Context: an optimization exercise on an open-source flow, tuned for small area and a short achievable clock period. The choices shown serve that exercise and are no tape-out recipe. In this exercise RTL edits were held to simulation tests only and were not proved equivalent to the original. No driver is modelled on the clock port, so clock power and skew are understated where the tree is cut down; a real chip needs a root buffer or a tree. Power figures rest on the tool's default switching activity, not on a simulated workload.

==> module accumulator_sum, before the edit <==
module accumulator_sum (
    input  logic        clk,
    input  logic        rst,
    input  logic        start,
    input  logic        clear,
    input  logic [3:0]  data_in_a,
    input  logic [3:0]  data_in_b,
    output logic [3:0]  data_out,
    output logic        data_out_valid,
    output logic        result_complete,
    output logic        ready,
    output logic        response
);
    logic        s_q, r_q;
    logic [2:0]  c_q;
    logic        ready_q, valid_q, complete_q, resp_q;
    logic [31:0] acc_q;        
    logic [3:0]  hi_q;         
    logic [1:0]  cy_q;         
    logic        zq;           
    logic [3:0]  p_q, g_q;
    wire idle    = !s_q && !r_q;
    wire go      = idle && start;
    wire sum_go  = go && !clear;
    wire rd_go   = go && clear;
    wire s_last  = s_q && resp_q;                                    
    wire r_hi    = r_q && resp_q;                                    
    wire r_last  = r_q && valid_q && !resp_q && (c_q == 3'd6);       
    wire fold_last = idle && !ready_q;
    wire fold    = s_q || fold_last;
    wire en      = fold || r_q;
    wire cy_mid  = !r_q && !ready_q;
    wire [3:0] lo  = zq ? 4'd0 : acc_q[3:0];
    wire [3:0] fs  = lo ^ p_q;
    wire [4:0] fc  = {(g_q | (p_q & lo)), 1'b0};
    wire [5:0] nib = {2'b00, fs} + {1'b0, fc} + {4'b0000, (cy_mid ? cy_q : 2'b00)};
    always_ff @(posedge clk) begin
        if (r_q)
            p_q <= r_hi ? hi_q : lo;
        else
            p_q <= data_in_a ^ data_in_b;
        g_q <= data_in_a & data_in_b;
    end
    always_ff @(posedge clk) begin
        if (go)
            c_q <= clear ? 3'd6 : 3'd0;
        else if (!resp_q)
            c_q <= c_q + 3'd1;
    end
    always_ff @(posedge clk) begin
        if (rst) begin
            s_q        <= 1'b0;
            r_q        <= 1'b0;
            ready_q    <= 1'b1;
            valid_q    <= 1'b0;
            complete_q <= 1'b0;
            resp_q     <= 1'b0;
        end else begin
            ready_q    <= idle || r_last;
            valid_q    <= r_q && !r_last;
            complete_q <= r_last;
            resp_q     <= !idle && (c_q == 3'd5);
            s_q        <= sum_go || (s_q && !s_last);
            r_q        <= rd_go || (r_q && !r_last);
        end
    end
    always_ff @(posedge clk) begin
        if (en)
            acc_q <= {nib[3:0], acc_q[31:4]};
    end
    always_ff @(posedge clk) begin
        if (rst) begin
            cy_q <= 2'b00;
            hi_q <= 4'd0;
            zq   <= 1'b1;
        end else begin
            cy_q <= fold ? nib[5:4] : 2'b00;
            if (r_last)
                hi_q <= 4'd0;
            else
                hi_q <= hi_q + {2'b00, (cy_mid ? 2'b00 : cy_q)};
            if (r_last)
                zq <= 1'b1;
            else if (fold_last)
                zq <= 1'b0;
        end
    end
    assign data_out        = p_q;
    assign data_out_valid  = valid_q;
    assign result_complete = complete_q;
    assign ready           = ready_q;
    assign response        = resp_q;
endmodule
==> flow/config.mk <==
export PLATFORM = sky130hd
export DESIGN_NAME = accumulator_sum
export DESIGN_NICKNAME = accumulator_sum
export VERILOG_FILES = /design/flow/design.v
export SDC_FILE = /design/flow/constraint.sdc
export NUM_CORES = 4
export LEC_CHECK = 0
export CAP_MARGIN = 20
export CORE_MARGIN = 2
export CORE_UTILIZATION = 40
export SLEW_MARGIN = 20
==> flow/constraint.sdc <==
create_clock -name core_clock -period 10.0 [get_ports {clk}]
set_input_delay 2.0000 -clock core_clock [delete_from_list [all_inputs] [get_ports {clk}]]
set_output_delay 2.0000 -clock core_clock [all_outputs]
set_load 0.01 [all_outputs]
standard.sh (not shown) runs the stock make flow with config.mk's settings and CLKGATE_MAP_FILE= SYNTH_SCRIPT=/design/flow/synth_recipe.tcl, a recipe that flattens the netlist after the stock synthesis.
==> flow/flow/run.sh <==
#!/bin/bash
# Standard ORFS layout with a few settings changed:
#  - abc maps with an area script (flow/abc_area.script; ORFS's scripts are copied so that
#    only this one file differs), and no full/half-adder cells,
#  - small port buffers (buf_1 instead of the slow clkdlybuf4s50_1),
#  - repair_timing aims for extra setup margin (the clock is much slower than the logic),
#  - after CTS, one level of clock buffers drives all flip-flops (flow/cts_post.tcl).
set -euo pipefail
PLATFORM_DONT_USE=$(sed -n '/^export DONT_USE_CELLS/,/^$/p' "$FLOW_HOME/platforms/sky130hd/config.mk" | grep -o 'sky130_fd_sc_hd__[A-Za-z0-9_]*' | tr '\n' ' ')
BIG="sky130_fd_sc_hd__dlygate4sd1_1 sky130_fd_sc_hd__dlygate4sd2_1 sky130_fd_sc_hd__dlygate4sd3_1 sky130_fd_sc_hd__dlymetal6s2s_1 sky130_fd_sc_hd__dlymetal6s4s_1 sky130_fd_sc_hd__dlymetal6s6s_1 sky130_fd_sc_hd__clkdlybuf4s15_1 sky130_fd_sc_hd__clkdlybuf4s18_1 sky130_fd_sc_hd__clkdlybuf4s25_1 sky130_fd_sc_hd__clkdlybuf4s50_1 sky130_fd_sc_hd__clkdlybuf4s15_2 sky130_fd_sc_hd__clkdlybuf4s18_2 sky130_fd_sc_hd__clkdlybuf4s25_2 sky130_fd_sc_hd__clkdlybuf4s50_2 sky130_fd_sc_hd__buf_6 sky130_fd_sc_hd__buf_8 sky130_fd_sc_hd__buf_12 sky130_fd_sc_hd__buf_16 sky130_fd_sc_hd__dfxtp_4 sky130_fd_sc_hd__inv_6 sky130_fd_sc_hd__inv_8 sky130_fd_sc_hd__inv_12 sky130_fd_sc_hd__inv_16"
rm -rf orfs_scripts
cp -r "$FLOW_HOME/scripts" orfs_scripts
cp flow/abc_area.script orfs_scripts/abc_area.script
bash standard.sh \
  SCRIPTS_DIR=$PWD/orfs_scripts \
  ADDER_MAP_FILE= ABC_AREA=1 \
  "DONT_USE_CELLS=$PLATFORM_DONT_USE $BIG" \
  "BUFFER_PORTS_ARGS=-buffer_cell sky130_fd_sc_hd__buf_1" \
  SETUP_SLACK_MARGIN=7.3 \
  "CTS_ARGS=-repair_clock_nets -dont_use_dummy_load" \
  POST_CTS_TCL=$PWD/flow/cts_post.tcl FLOW_CLKBUF=sky130_fd_sc_hd__clkbuf_8 FLOW_CLKGROUPS=4 \
  finish > standard_run.log 2>&1
Other scripts of this flow, unchanged in this note and not shown: flow/flow/abc_area.script, flow/flow/cts_post.tcl
Change:
--- a/flow/design.v
+++ b/flow/design.v
@@ -43,10 +43,10 @@
     end
     always_ff @(posedge clk) begin
         if (go)
             c_q <= clear ? 3'd6 : 3'd0;
-        else if (!resp_q)
-            c_q <= c_q + 3'd1;
+        else
+            c_q <= c_q + {2'b00, !resp_q};
     end
     always_ff @(posedge clk) begin
         if (rst) begin
             s_q        <= 1'b0;
Clock power drops by about 2%.
Total power drops by 0.63%.
Final cell count drops by 2.9%.
Design area drops by 2.5%.
Worst hold slack is better by 3.9 ps.
Routed wire length drops by 2.4%.
Sequential power barely changes.
Area after synthesis drops by 2.2%.
Via count drops by 2.0%.
Die area drops by 2.1%.
Maximum frequency barely changes.
Clock skew is about the same.
First-iteration DRC count climbs by 8.4%.
In every run of this note, the design's own scripts or RTL, not TritonCTS, make the clock network.

==> re-timing with driven ports <==
The results above use ideal ports. As a check the final layouts listed here were re-extracted and re-timed, cells and wires unchanged. Step 1: set_driving_cell puts a clkbuf_16 on clk and a buf_2 on each other input, an assumption about the parent block. Step 2 also shifts input and output timing later by t, the mid clock arrival at the registers, as if the neighbouring blocks saw the same clock. Three values: ideal, step 1, step 2; two values: the first two.
| run | shift t [ns] | slack for setup (ns) | worst data-port slew with drivers (ns) |
|---|---|---|---|
| the first run | 0.198 | 7.375 / 7.323 / 7.224 | 0.03 |
| the second run | 0.197 | 7.376 / 7.324 / 7.254 | 0.03 |
After both steps setup and hold are still met in every run listed. For the first run, which loses most, drivers alone change the setup slack by -0.052 ns; drivers and shift together by -0.151 ns.
